This design comes from an exercise in tuning for small area, a short achievable clock period and few clock cycles on the open sky130 flow, not from production work. Only simulation tests tie the RTL to the original design; equivalence was not proved.

## flow/design.v (module list and top-level ports; edited modules follow where they fit)
// module Multiplier: 9 lines
// module Adder: 7 lines
// module ReLU: 6 lines
// module Sigmoid_16: 54 lines
// module Neuron_ReLU: 117 lines
// module Neuron_Sigmoid: 119 lines
// module ArchCTRL: 83 lines
// module mul_cs: 225 lines
// module Architecture: 865 lines
module Architecture #(parameter NX = 6, parameter NH = 4, parameter BITS = 16) (
	input								clk,
	input								rst,
	input								TR,
	input								VL,
	input	[NX-1:0][BITS-1:0]			x,
	input	[BITS-1:0]					y,
	input	[BITS-1:0]					lr,
	output	[BITS-1:0]					yhat,
	output	[BITS-1:0]					Error,
	output								S_Train,
	output								S_Error,
	output	[NH-1:0][NX:0][BITS-1:0]	WH,
	output	[NH:0][BITS-1:0]			WO
);
  // ...
==> flow/run.sh <==
#!/bin/bash
# synth_recipe.tcl (not shown) runs the flow's synth.tcl, then flattens the netlist and writes it again
# the make line also repeats each setting of config.mk as NAME=value (left out here)
make -C /OpenROAD-flow-scripts/flow DESIGN_CONFIG=/design/flow/config.mk WORK_HOME=/design/flow/orfs CLKGATE_MAP_FILE= SYNTH_SCRIPT=/design/flow/synth_recipe.tcl finish
==> flow/config.mk <==
export PLATFORM = sky130hd
export DESIGN_NAME = Architecture
export DESIGN_NICKNAME = Architecture
export VERILOG_FILES = /design/flow/design.v
export SDC_FILE = /design/flow/constraint.sdc
export NUM_CORES = 4
export LEC_CHECK = 0
export CAP_MARGIN = 40
export CELL_PAD_IN_SITES_DETAIL_PLACEMENT = 1
export CELL_PAD_IN_SITES_GLOBAL_PLACEMENT = 2
export CORE_MARGIN = 2
export CORE_UTILIZATION = 50
export PLACE_DENSITY = 0.65
export SLEW_MARGIN = 60
==> flow/constraint.sdc <==
create_clock -name core_clock -period 12.0 [get_ports {clk}]
set_input_delay 2.4000 -clock core_clock [delete_from_list [all_inputs] [get_ports {clk}]]
set_output_delay 2.4000 -clock core_clock [all_outputs]
set_load 0.01 [all_outputs]
==> flow_metrics.env, run 1 <==
export IMPL_status="complete, no violations"
export IMPL_cts_tree="done"
export IMPL_min_path_type="reg2reg"
export IMPL_fp_dieArea_um2=233700
export IMPL_gr_usage_met1=0.5711
export IMPL_dominant_cells="multi-input combinational cells"
export IMPL_grt_antenna_before_repair=75
export IMPL_setup_viol=0
export IMPL_nMultiInputCombCells=8426
export IMPL_nonClkBufAreaFrac=0.07067
export IMPL_post_drt_wl_per_cell_um=35.89
export IMPL_drv_slew=0
export IMPL_multiInputGateArea_um2=73250
export IMPL_numPortBuffers=663
export IMPL_synthMuxAreaShare=0.01385
export IMPL_r2r_start="s[2]$_SDFF_PP0_"
export IMPL_crit_end="MAr[17]$_DFF_P_"
export IMPL_synthTopCellsByArea="dfxtp_1 (20%), fa_1 (19%), edfxtp_1 (10%), a22oi_1 (6.2%), xnor2_1 (5.9%)"
export IMPL_synth_top_family_by_area="adder cells"
export IMPL_h_tree_depth=4
export IMPL_final_area_um2=132600
export IMPL_drtIter0Drc=13907
export IMPL_pre_cts_ws_ns=6.456
Testbench counts, summed over its fixed seeds: cycles 25,928.
==> run 2: changes to the inputs <==
--- a/flow/design.v
+++ b/flow/design.v
@@ -690,32 +690,45 @@
 		frot <= start || (!start && (s[1] || s[2] || s[3]));
 		fwd2 <= !start && (s[1] || s[2] || s[3]);
 		rot  <= !start && (s[13] || s[15] || s[16] || s[17]);
 		pW   <= !start && (s[11] || s[12] || s[14]);
 	end
 end
 assign S_Train = s[19];
 assign S_Error = s[7] && !mode_tr;
+reg xs0, xs1, xs2;
+always @(posedge clk) begin
+	if (rst) begin
+		xs0 <= 1'b1;
+		xs1 <= 1'b0;
+		xs2 <= 1'b0;
+	end
+	else begin
+		xs0 <= (!start && (s[0] || s[19] || (s[7] && !mode_tr))) || (!start && s[9]);
+		xs1 <= start || (!start && s[10]);
+		xs2 <= !start && (s[1] || s[12]);
+	end
+end
 wire [BITS-1:0] x_ma_next =
-	({BITS{s[0] | s[10]}} & x[0]) |
-	({BITS{s[1] | s[11]}} & x[2]) |
-	({BITS{s[2] | s[13]}} & x[4]);
+	({BITS{xs0}} & x[0]) |
+	({BITS{xs1}} & x[2]) |
+	({BITS{xs2}} & x[4]);
 wire [BITS-1:0] x_mb_next =
-	({BITS{s[0] | s[10]}} & x[1]) |
-	({BITS{s[1] | s[11]}} & x[3]) |
-	({BITS{s[2] | s[13]}} & x[5]);
-wire x_sel = s[0] | s[1] | s[2] | s[10] | s[11] | s[13];
+	({BITS{xs0}} & x[1]) |
+	({BITS{xs1}} & x[3]) |
+	({BITS{xs2}} & x[5]);
+wire x_sel = xs0 | xs1 | xs2;
 wire [23:0] enc_xa = benc(x_ma_next);
 wire [23:0] enc_xb = benc(x_mb_next);
 wire [23:0] enc_lr = benc(lr);
 wire [23:0] enc_ga = x_sel ? enc_xa : enc_lr;
 wire [23:0] enc_gb = x_sel ? enc_xb : enc_lr;
 reg [BITS-1:0] WO0;
-reg [BITS-1:0] zo, d;
+reg [BITS-1:0] xor_z, d;		 
 reg            yneg, err;
 wire [NH-1:0][BITS-1:0] sa_all, ca_all;
 wire [NH-1:0]           cya_all;
 wire [NH-1:0][BITS-1:0] sb_all, cb_all;
 wire [NH-1:0]           cyb_all;
 	wire fs_s0 = WO0[0] ^ sa_all[0][0] ^ ca_all[0][0];
 	wire fs_c0 = (WO0[0] & sa_all[0][0]) | (ca_all[0][0] & (WO0[0] ^ sa_all[0][0]));
 	wire fs_s1 = sa_all[1][0] ^ ca_all[1][0] ^ sa_all[2][0];
@@ -941,47 +954,45 @@
 	wire [15:0] fs_r0 = {fs_c103, fs_c96, fs_c89, fs_c82, fs_c75, fs_c68, fs_c61, fs_c54, fs_c47, fs_c40, fs_c33, fs_c26, fs_c19, fs_s18, fs_s11, fs_s4};
 	wire [15:0] fs_r1 = {fs_s110, fs_s103, fs_s96, fs_s89, fs_s82, fs_s75, fs_s68, fs_s61, fs_s54, fs_s47, fs_s40, fs_s33, fs_s26, fs_s19, fs_s12, fs_s5};
 	wire [15:0] zsum = fs_r0 + fs_r1;
 reg [BITS-1:0] yr;
 always @(posedge clk)
 	yr <= y;
 always @(posedge clk) begin
 	if (s[6]) begin
-		zo <= zsum;
+		xor_z <= zsum ^ {16{zsum[BITS-1]}};
 		yneg <= zsum[BITS-1];
 		err <= zsum[BITS-1] ? (yr != 16'h0000) : (yr != 16'h0100);
 	end
 end
 assign yhat  = yneg ? 16'h0000 : 16'h0100;
 assign Error = {15'd0, err};
-wire        zneg = zo[BITS-1];
-wire [15:0] xo = zo ^ {16{zneg}};
+wire        zneg = yneg;
+wire [15:0] xo = xor_z;
 wire        c7 = zneg & (&xo[6:0]);			 
 wire        hi_nz = |xo[15:11];
 reg  [5:0]  sm0, sm1, sm;
 reg  [8:0]  sc0, sc1, sc;
 function [14:0] segtab;
 	input [4:0] k;
 	begin
-		case (k)
-		5'd0:    segtab = {6'h3f, 9'h080};
-		5'd1:    segtab = {6'h38, 9'h084};
-		5'd2:    segtab = {6'h2c, 9'h08f};
-		5'd3:    segtab = {6'h20, 9'h0a1};
-		5'd4:    segtab = {6'h16, 9'h0b5};
-		5'd5:    segtab = {6'h0f, 9'h0c8};
-		5'd6:    segtab = {6'h09, 9'h0d8};
-		5'd7:    segtab = {6'h06, 9'h0e4};
-		5'd8:    segtab = {6'h04, 9'h0ed};
-		5'd9:    segtab = {6'h02, 9'h0f3};
-		5'd10:   segtab = {6'h01, 9'h0f8};
-		5'd11:   segtab = {6'h01, 9'h0fa};
-		default: segtab = {6'h00, 9'h100};
-		endcase
+		if (k == 5'd0) segtab = {6'h3f, 9'h080};
+		else if (k == 5'd1) segtab = {6'h38, 9'h084};
+		else if (k == 5'd2) segtab = {6'h2c, 9'h08f};
+		else if (k == 5'd3) segtab = {6'h20, 9'h0a1};
+		else if (k == 5'd4) segtab = {6'h16, 9'h0b5};
+		else if (k == 5'd5) segtab = {6'h0f, 9'h0c8};
+		else if (k == 5'd6) segtab = {6'h09, 9'h0d8};
+		else if (k == 5'd7) segtab = {6'h06, 9'h0e4};
+		else if (k == 5'd8) segtab = {6'h04, 9'h0ed};
+		else if (k == 5'd9) segtab = {6'h02, 9'h0f3};
+		else if (k == 5'd10) segtab = {6'h01, 9'h0f8};
+		else if (k == 5'd11) segtab = {6'h01, 9'h0fa};
+		else         segtab = {6'h00, 9'h100};
 	end
 endfunction
 always @(*) begin
 	{sm0, sc0} = segtab({1'b0, xo[10:7]});
 	{sm1, sc1} = segtab({1'b0, xo[10:7]} + 5'd1);
 	if (hi_nz) begin
 		sm = 6'h00; sc = 9'h100;
 	end
@@ -1101,31 +1112,32 @@
 wire sg_s52 = sg_c25 ^ sg_s38 ^ sg_c37;
 wire sg_c52 = (sg_c25 & sg_s38) | (sg_c37 & (sg_c25 ^ sg_s38));
 wire sg_s53 = sg_c26 ^ sg_s39 ^ sg_c38;
 wire sg_c53 = (sg_c26 & sg_s39) | (sg_c38 & (sg_c26 ^ sg_s39));
 wire sg_s54 = sc[7] ^ (xs[10] & sm[5]) ^ sg_c39;
 wire sg_c54 = (sc[7] & (xs[10] & sm[5])) | (sg_c39 & (sc[7] ^ (xs[10] & sm[5])));
 wire [16:0] sg_r0 = {sc[8], sg_s54, sg_s53, sg_s52, sg_s51, sg_s50, sg_s49, sg_s48, sg_s47, sg_s46, sg_s45, sg_s44, sg_s43, sg_s42, sg_s41, (xs[0] & sm[1]), smn[0]};
 wire [16:0] sg_r1 = {sg_c54, sg_c53, sg_c52, sg_c51, sg_c50, sg_c49, sg_c48, sg_c47, sg_c46, sg_c45, sg_c44, sg_c43, sg_c42, sg_c41, sg_c40, sg_s40, (xs[0] & sm[0])};
+wire [8:0] sg_lo = {1'b0, sg_r0[7:0]} + {1'b0, sg_r1[7:0]};
 reg [16:0] sgr0, sgr1;
-wire [8:0] sg_lo = {1'b0, sgr0[7:0]} + {1'b0, sgr1[7:0]};
+reg        sgc;			 
 wire [15:0] t0n = {16{zneg}} ^ {7'd0, sgr0[16:8]};
 wire [15:0] t1n = {16{zneg}} ^ {7'd0, sgr1[16:8]};
-wire        tcy = sg_lo[8] ^ zneg;
+wire        tcy = sgc ^ zneg;
 wire [15:0] yn = ~yr;
 wire [15:0] kd = zneg ? 16'h0102 : 16'h0001;
 wire sd_s0 = yn[0] ^ kd[0] ^ t0n[0];
 wire sd_c0 = (yn[0] & kd[0]) | (t0n[0] & (yn[0] ^ kd[0]));
-wire sd_s1 = t1n[0] ^ tcy ^ sd_s0;
-wire sd_c1 = (t1n[0] & tcy) | (sd_s0 & (t1n[0] ^ tcy));
+wire sd_s1 = t1n[0] ^ tcy;
+wire sd_c1 = t1n[0] & tcy;
 wire sd_s2 = yn[1] ^ kd[1] ^ t0n[1];
 wire sd_c2 = (yn[1] & kd[1]) | (t0n[1] & (yn[1] ^ kd[1]));
-wire sd_s3 = t1n[1] ^ sd_c0 ^ sd_s2;
-wire sd_c3 = (t1n[1] & sd_c0) | (sd_s2 & (t1n[1] ^ sd_c0));
+wire sd_s3 = t1n[1] ^ sd_c1 ^ sd_c0;
+wire sd_c3 = (t1n[1] & sd_c1) | (sd_c0 & (t1n[1] ^ sd_c1));
 wire sd_s4 = yn[2] ^ kd[2] ^ t0n[2];
 wire sd_c4 = (yn[2] & kd[2]) | (t0n[2] & (yn[2] ^ kd[2]));
 wire sd_s5 = t1n[2] ^ sd_c2 ^ sd_s4;
 wire sd_c5 = (t1n[2] & sd_c2) | (sd_s4 & (t1n[2] ^ sd_c2));
 wire sd_s6 = yn[3] ^ kd[3] ^ t0n[3];
 wire sd_c6 = (yn[3] & kd[3]) | (t0n[3] & (yn[3] ^ kd[3]));
 wire sd_s7 = t1n[3] ^ sd_c4 ^ sd_s6;
 wire sd_c7 = (t1n[3] & sd_c4) | (sd_s6 & (t1n[3] ^ sd_c4));
@@ -1172,23 +1184,24 @@
 wire sd_s28 = yn[14] ^ kd[14] ^ t0n[14];
 wire sd_c28 = (yn[14] & kd[14]) | (t0n[14] & (yn[14] ^ kd[14]));
 wire sd_s29 = t1n[14] ^ sd_c26 ^ sd_s28;
 wire sd_c29 = (t1n[14] & sd_c26) | (sd_s28 & (t1n[14] ^ sd_c26));
 wire sd_s30 = yn[15] ^ kd[15] ^ t0n[15];
 wire sd_c30 = (yn[15] & kd[15]) | (t0n[15] & (yn[15] ^ kd[15]));
 wire sd_s31 = t1n[15] ^ sd_c28 ^ sd_s30;
 wire sd_c31 = (t1n[15] & sd_c28) | (sd_s30 & (t1n[15] ^ sd_c28));
-wire [15:0] sd_r0 = {sd_c29, sd_c27, sd_c25, sd_c23, sd_c21, sd_c19, sd_c17, sd_c15, sd_c13, sd_c11, sd_c9, sd_c7, sd_c5, sd_c3, sd_c1, sd_s1};
-wire [15:0] sd_r1 = {sd_s31, sd_s29, sd_s27, sd_s25, sd_s23, sd_s21, sd_s19, sd_s17, sd_s15, sd_s13, sd_s11, sd_s9, sd_s7, sd_s5, sd_s3, 1'b0};
+wire [15:0] sd_r0 = {sd_c29, sd_c27, sd_c25, sd_c23, sd_c21, sd_c19, sd_c17, sd_c15, sd_c13, sd_c11, sd_c9, sd_c7, sd_c5, sd_c3, sd_s2, sd_s0};
+wire [15:0] sd_r1 = {sd_s31, sd_s29, sd_s27, sd_s25, sd_s23, sd_s21, sd_s19, sd_s17, sd_s15, sd_s13, sd_s11, sd_s9, sd_s7, sd_s5, sd_s3, sd_s1};
 wire [15:0] dnew = sd_r0 + sd_r1;
 always @(posedge clk) begin
 	if (s[7]) begin
 		sgr0 <= sg_r0;
 		sgr1 <= sg_r1;
+		sgc <= sg_lo[8];
 	end
 	if (s[8])
 		d <= dnew;
 end
 	wire ws_s0 = WO0[0] ^ sb_all[0][0] ^ cb_all[0][0];
 	wire ws_c0 = (WO0[0] & sb_all[0][0]) | (cb_all[0][0] & (WO0[0] ^ sb_all[0][0]));
 	wire ws_s1 = WO0[1] ^ sb_all[0][1] ^ cb_all[0][1];
 	wire ws_c1 = (WO0[1] & sb_all[0][1]) | (cb_all[0][1] & (WO0[1] ^ sb_all[0][1]));
==> flow/config.mk (replaced) <==
export PLATFORM = sky130hd
export DESIGN_NAME = Architecture
export DESIGN_NICKNAME = Architecture
export VERILOG_FILES = /design/flow/design.v
export SDC_FILE = /design/flow/constraint.sdc
export NUM_CORES = 4
export LEC_CHECK = 0
export CAP_MARGIN = 40
export CELL_PAD_IN_SITES_DETAIL_PLACEMENT = 1
export CELL_PAD_IN_SITES_GLOBAL_PLACEMENT = 2
export CORE_MARGIN = 2
export CORE_UTILIZATION = 30
export PLACE_DENSITY = 0.5
export SLEW_MARGIN = 60
==> flow_metrics.env, run 2 <==
export IMPL_status="complete, no violations"
export IMPL_pin_count=694
export IMPL_tightest_slew_ns=0.6765
export IMPL_min_path_type="reg2reg"
export IMPL_rsz0062_at_grt="no"
export IMPL_cp_slowest_cell="fa_1"
export IMPL_post_cts_resized=0
export IMPL_synthArstFlopShare=0
export IMPL_cts_tree="done"
export IMPL_first_pass_iters=9
export IMPL_clk_latency_ns=0.96
export IMPL_synth_area_leader_cell="dfxtp_1"
export IMPL_endpoint_kind="register"
export IMPL_postCtsSetupBuffers=0
export IMPL_yosysSeqAreaShare=0.3006
export IMPL_synthFlopType="dfxtp_1"
export IMPL_drc_errors=0
export IMPL_die_w_um=620.9
export IMPL_clkSlewWorstSetupHoldPaths_ns=0.06
export IMPL_grt_pass1_wl_mm=875.0
export IMPL_gp_congestion=0.9132
export IMPL_h_tree_depth=4
export IMPL_synth_commonest_cells="nand2_1 (1418), inv_1 (1408), dfxtp_1 (1156), fa_1 (1111), a22oi_1 (961)"
export IMPL_period_needed_ns=5.880
export IMPL_core_area_um2=378900
export IMPL_relSlewSlack=0.5484
export IMPL_fillerInstances=42572
export IMPL_synthTopCellsByArea="dfxtp_1 (20%), fa_1 (19%), edfxtp_1 (9.8%), a22oi_1 (6.3%), xnor2_1 (6.2%)"
export IMPL_synth_top_area_share=0.2027
export IMPL_largest_register="R"
export IMPL_via_per_inst=5.442
export IMPL_grt_pass1_vias=100325
export IMPL_fin_setup_tns_ns=0
export IMPL_placed_cell_area_um2=128900
export IMPL_drv_slew=0
export IMPL_required_ns=12.67
export IMPL_grt_usage=0.3284
export IMPL_hpwl_mm=496.1
export IMPL_avgSynthCellArea_um2=9.394
export IMPL_grt_overflow=0
export IMPL_die_y_um=620.9
export IMPL_hold_buffers=0
export IMPL_postRouteAntennaNets=0
export IMPL_layout_drive_gt1_share=0.09994
export IMPL_ys_ff_latch=1528
export IMPL_row_count=226
export IMPL_syn_cell_area_um2=114200
export IMPL_crit_chain="inv_1 -> fa_1 -> fa_1 -> inv_1 -> fa_1 -> fa_1 -> ha_1 -> a21oi_1 -> o22ai_1 -> or4_4 -> a31oi_2 -> o21ai_2 -> a211o_1 -> a21oi_4 -> xor2_4 -> buf_6 -> buf_4 -> xnor2_1"
export IMPL_numCtsBuffers=203
export IMPL_ys_warn_count=1
export IMPL_cp_max_fo=10
export IMPL_fin_skew_ns=0.07406
export IMPL_cpMostUsedCell="fa_1"
export IMPL_setup_viol=0
export IMPL_grt_max_degree=81
export IMPL_grt_antenna_before_repair=91
export IMPL_layout_commonest_cell="nand2_1"
export IMPL_final_area_um2=136200
export IMPL_initial_core_util=0.3013
export IMPL_pre_cts_ws_ns=6.126
export IMPL_clock_root_buffer="clkbuf_16"
export IMPL_worstPathArrival_ns=6.55
export IMPL_area_delta_synth_final_pct=19.28
export IMPL_worst_slack_ns=6.120
export IMPL_largest_reg_flops=512
export IMPL_critPathKind="reg2reg"
export IMPL_cpPeakStageDelay_ns=0.56
export IMPL_worstSetupStartpointType="register"
export IMPL_synth_compound_area_frac=0.1506
export IMPL_top_regs="R x512, enc_a x96, enc_b x96"
export IMPL_max_freq_ghz=0.1701
export IMPL_synthAdderAreaFrac=0.2524
export IMPL_fp_dieArea_um2=385500
export IMPL_clock_path_buffers=4
export IMPL_post_drt_wl_per_cell_um=36.18
export IMPL_nets=14322
export IMPL_period_share=0.4900
export IMPL_cts_sinks=1528
export IMPL_synthMuxAreaShare=0.01303
export IMPL_yosysMostFrequentCell="nand2_1"
export IMPL_synth_simple_area_share=0.1072
export IMPL_hold_violations=0
export IMPL_hold_ws_ns=0.4315
export IMPL_synth_edf_count=372
export IMPL_synth_xor_area_frac=0.09892
export IMPL_syn_instance_count=12153
export IMPL_synth_top_family_by_area="adder cells"
export IMPL_layout_common_cells="nand2_1 (1409), inv_1 (1397), fa_1 (1110)"
export IMPL_yosysUniqueCellTypes=76
export IMPL_drv_cap=0
export IMPL_drtIter0Drc=9377
export IMPL_wl_mm=643.7
export IMPL_numPortBuffers=663
export IMPL_num_vias=96828
[run 2: through the flow]
step / std cells / util
after floorplan: 12185 / -
after CTS: 17737 / 0.3584
after detailed placement: 17358 / 0.3401
after global routing: 17753 / 0.3591
after global placement: 17256 / 0.3331
final: 17793 / 0.3594
[run 2: cell families after synthesis]
| logic type | after synthesis |
|---|---|
| AO/OA/AOI/OAI | 2499 |
| XOR/XNOR | 1280 |
| adder cells (fa/ha/maj) | 1636 |
| buffers and inverters | 2314 |
| flip-flops | 1528 |
| multiplexers | 147 |
| other | 2 |
| AND/OR/NAND/NOR | 2747 |
[run 2: critical path, delay by kind of cell, from the launching register on]
kind / cells / cell delay (ns)
xor+xnor: 2 / 0.33
compound gates: 6 / 1.35
simple gates: 1 / 0.46
flops: 1 / 0.42
buf+inv: 4 / 0.60
fa+ha+maj: 5 / 2.42
[run 2: worst paths after layout]
| kind | start | to | slack [ns] | cells past startpoint |
|---|---|---|---|---|
| worst min register to register | R[483]$_SDFFE_PP0P_ | R[451]$_SDFFE_PP0P_ | 0.43 | 2 |
| worst max-delay path | car[34]$_DFF_P_ | xor_z[1]$_DFFE_PP_ | 6.12 | 18 |
| worst min-delay path | R[483]$_SDFFE_PP0P_ | R[451]$_SDFFE_PP0P_ | 0.43 | 2 |
| worst max register to register | car[34]$_DFF_P_ | xor_z[1]$_DFFE_PP_ | 6.12 | 18 |
[run 2: area by class of cell]
cell class / count / area [um^2] / share of cell area
antenna: 49 / 122.6 / 0.0009005
timing repair buffer: 1069 / 10470 / 0.07690
clock inverter: 89 / 1101 / 0.008086
inverter: 1409 / 5310 / 0.03900
clock buffer: 290 / 5841 / 0.04289
tap: 5016 / 6276 / 0.04609
sequential: 1528 / 34750 / 0.2552
multi-input combinational: 8343 / 72300 / 0.5309
[run 2: metal layers]
layer	vias to the layer above	GRT usage	part of all wire
met4	12	0.1389	0.047
met5	-	0	0.00013
li1	41442	-	-
met1	51412	0.4412	0.44
met3	696	0.04522	0.057
met2	3266	0.5276	0.46
Testbench counts of run 2, summed over its fixed seeds: cycles 25,928.
==> run 3: changes to the inputs <==
==> flow/flow/run.sh (new file) <==
#!/bin/bash
# The standard layout, with timing repair asked for 7 ns of setup slack
# (the clock and the constraints are the design's; only the repair effort differs).
set -euo pipefail
bash standard.sh SETUP_SLACK_MARGIN=7.0 finish > standard_flow.log 2>&1
==> flow/standard.sh (new file) <==
#!/bin/bash
# synth_recipe.tcl (not shown) runs the flow's synth.tcl, then flattens the netlist and writes it again
# the make line also repeats each setting of config.mk as NAME=value (left out here)
make -C /OpenROAD-flow-scripts/flow DESIGN_CONFIG=/design/flow/config.mk WORK_HOME=/design/flow/orfs CLKGATE_MAP_FILE= SYNTH_SCRIPT=/design/flow/synth_recipe.tcl "${@:-finish}"
removed: flow/run.sh
==> flow_metrics.env, run 3 <==
export IMPL_dpl_cell_count=17368
export IMPL_area_delta_synth_final_pct=19.90
export IMPL_relSlewSlack=0.5679
export IMPL_min_path_type="reg2reg"
export IMPL_clock_path_buffers=4
export IMPL_cp_max_fo=4
export IMPL_largest_register="R"
export IMPL_via_per_inst=5.442
export IMPL_cp_slowest_cell="fa_1"
export IMPL_synthTopCellsByArea="dfxtp_1 (20%), fa_1 (19%), edfxtp_1 (9.8%), a22oi_1 (6.3%), xnor2_1 (6.2%)"
export IMPL_final_cell_count_no_fill=17836
export IMPL_tightest_slew_ns=0.6413
export IMPL_numPortBuffers=663
export IMPL_grt_max_degree=83
export IMPL_fin_setup_tns_ns=0
export IMPL_initial_core_util=0.3013
export IMPL_drtIter0Drc=9097
export IMPL_hold_violations=0
export IMPL_die_w_um=620.9
export IMPL_ys_warn_count=1
export IMPL_grt_antenna_before_repair=67
export IMPL_yosysMostFrequentCell="nand2_1"
export IMPL_rsz0062_at_grt="yes"
export IMPL_final_seq_area_um2=34790
export IMPL_synth_area_leader_cell="dfxtp_1"
export IMPL_row_count=226
export IMPL_period_needed_ns=5.183
export IMPL_layout_common_cells="nand2_1 (1406), inv_1 (1385), fa_1 (1092)"
export IMPL_wl_mm=633.5
export IMPL_post_route_util=0.3613
export IMPL_h_tree_depth=4
export IMPL_fp_dieArea_um2=385500
export IMPL_cp_top_family="adder cells"
export IMPL_drv_slew=0
export IMPL_crit_chain="fa_1 -> inv_1 -> fa_1 -> inv_1 -> fa_1 -> fa_1 -> ha_4 -> or4_4 -> a31oi_4 -> o21ai_2 -> a211o_1 -> a21oi_4 -> xnor3_2 -> nand4_1"
export IMPL_clkSlewWorstSetupHoldPaths_ns=0.06
export IMPL_max_freq_ghz=0.1929
export IMPL_numCtsBuffers=207
export IMPL_die_y_um=620.9
export IMPL_multiInputGateArea_um2=72580
export IMPL_synth_commonest_cells="nand2_1 (1418), inv_1 (1408), dfxtp_1 (1156), fa_1 (1111), a22oi_1 (961)"
export IMPL_worstPathArrival_ns=5.82
export IMPL_fin_skew_ns=0.06282
export IMPL_worstSetupStartpointType="register"
export IMPL_fillerInstances=42337
export IMPL_ys_ff_latch=1528
export IMPL_largest_reg_flops=512
export IMPL_cpMostUsedCell="fa_1"
export IMPL_syn_cell_area_um2=114200
export IMPL_setup_viol=0
export IMPL_hpwl_mm=488.0
export IMPL_nets=14373
export IMPL_r2r_start="sar[52]$_DFF_P_"
export IMPL_status="complete, no violations"
export IMPL_synth_top_area_share=0.2027
export IMPL_hp_start="s[18]$_SDFF_PP0_"
export IMPL_cts_tree="done"
export IMPL_pin_count=694
export IMPL_required_ns=12.64
export IMPL_yosysUniqueCellTypes=76
export IMPL_path_buf_inv=2
export IMPL_postRouteAntennaNets=0
export IMPL_cts_sinks=1528
export IMPL_synth_edf_count=372
export IMPL_synthFlopType="dfxtp_1"
export IMPL_hold_ws_ns=0.4544
export IMPL_period_share=0.4320
export IMPL_num_vias=97070
export IMPL_yosysSeqAreaShare=0.3006
export IMPL_grt_overflow=0
export IMPL_post_drt_wl_per_cell_um=35.52
export IMPL_layout_drive_gt1_share=0.1090
export IMPL_grt_pass1_vias=101235
export IMPL_clock_root_buffer="clkbuf_16"
export IMPL_core_area_um2=378900
export IMPL_syn_instance_count=12153
export IMPL_first_pass_iters=9
export IMPL_crit_start="sar[52]$_DFF_P_"
export IMPL_layout_commonest_cell="nand2_1"
export IMPL_drc_errors=0
export IMPL_clk_latency_ns=0.98
export IMPL_synthArstFlopShare=0
export IMPL_grt_pass1_wl_mm=867.8
export IMPL_top_regs="R x512, enc_a x96, enc_b x96"
export IMPL_grt_usage=0.3235
export IMPL_endpoint_kind="register"
export IMPL_cpPeakStageDelay_ns=0.56
export IMPL_critPathKind="reg2reg"
export IMPL_worst_slack_ns=6.817
export IMPL_gp_congestion=0.8973
export IMPL_pre_cts_ws_ns=6.033
export IMPL_avgSynthCellArea_um2=9.394
export IMPL_drv_cap=0
[run 3: cell counts after synthesis]
Identical to the previous run, type by type.
[run 3: worst register-to-register path: stages, from the launching register on]
cell	delay [ns]
dfxtp_1	0.53
fa_1	0.27
inv_1	0.13
fa_1	0.56
inv_1	0.06
fa_1	0.50
fa_1	0.54
ha_4	0.21
or4_4	0.56
a31oi_4	0.25
o21ai_2	0.10
a211o_1	0.30
a21oi_4	0.25
xnor3_2	0.36
nand4_1	0.26
[run 3: through the flow]
stage	instance area, um^2
finish	136900
global route	136800
CTS	136200
detailed placement	128600
global placement	126400
floorplan	114300
[run 3: layer usage]
layer	vias up	share of wire	global-route usage
li1	41548	-	-
met3	758	0.060	0.04770
met5	-	0.00011	0
met2	3351	0.47	0.5285
met1	51403	0.42	0.4244
met4	10	0.049	0.1397
[run 3: worst paths after layout]
kind	end	slack, ns	depth (start not counted)
hold reg to reg	s[19]$_SDFF_PP0_	0.45	1
setup / recovery	err$_DFFE_PP_	6.82	14
setup reg to reg	err$_DFFE_PP_	6.82	14
hold / removal	s[19]$_SDFF_PP0_	0.45	1
[run 3: what timing repair did]
item	4_1_cts	5_1_grt
hold buffers	0	0
gates resized for setup	117	57
gates cloned	1	1
setup buffers	21	17
pin swaps	32	25
endpoints found under the setup margin	105	85
[run 3: cells by family after synthesis]
group / share of synthesized area
mux: 0.01303
other cells: 0.00006578
fa+ha+maj: 0.2524
buf+inv: 0.07734
simple gates: 0.1072
flops: 0.3006
xor+xnor: 0.09892
compound gates: 0.1506
[run 3: final cells by class]
type	instances	area share
clock inverters	95	0.008163
repair buffers	1116	0.07868
well taps	5016	0.04585
inverters	1409	0.03884
multi-input cells	8343	0.5302
clock buffers	292	0.04337
diodes	37	0.0006764
flip-flops and latches	1528	0.2542

==> separate check: timing with driven ports <==
In the flow no input, the clock included, has a driving cell. The finished layouts below were timed again as built, in two steps.
Step 1 (the two cells are an assumption about what drives the block):
set clk [get_ports {clk}]
set_driving_cell -lib_cell sky130_fd_sc_hd__clkbuf_16 $clk
set_driving_cell -lib_cell sky130_fd_sc_hd__buf_2 [delete_from_list [all_inputs] $clk]
Step 2 adds t to the input delays and takes it off the output delays; t is the mean of the earliest and latest rising clock arrival at the registers after step 1. Input paths then give back, and output paths get back, about the clock's delay inside the block.
a / b / c = ideal ports / drivers / drivers and shift; a / b = the first two.
run | shift t [ns] | setup WS [ns] | hold slack, ns | slew at the worst register clock pin (ns) | cell pins on the clock port's net
run 1 | 0.954 | 6.426 / 6.426 / 6.426 | 0.470 / 0.470 / 0.470 | 0.08 / 0.08 | 1
run 2 | 1.056 | 6.120 / 6.120 / 6.120 | 0.431 / 0.431 / 0.431 | 0.07 / 0.07 | 1
run 3 | 1.074 | 6.817 / 6.817 / 6.817 | 0.454 / 0.454 / 0.454 | 0.07 / 0.07 | 1
After both steps setup and hold are still met in every run listed.
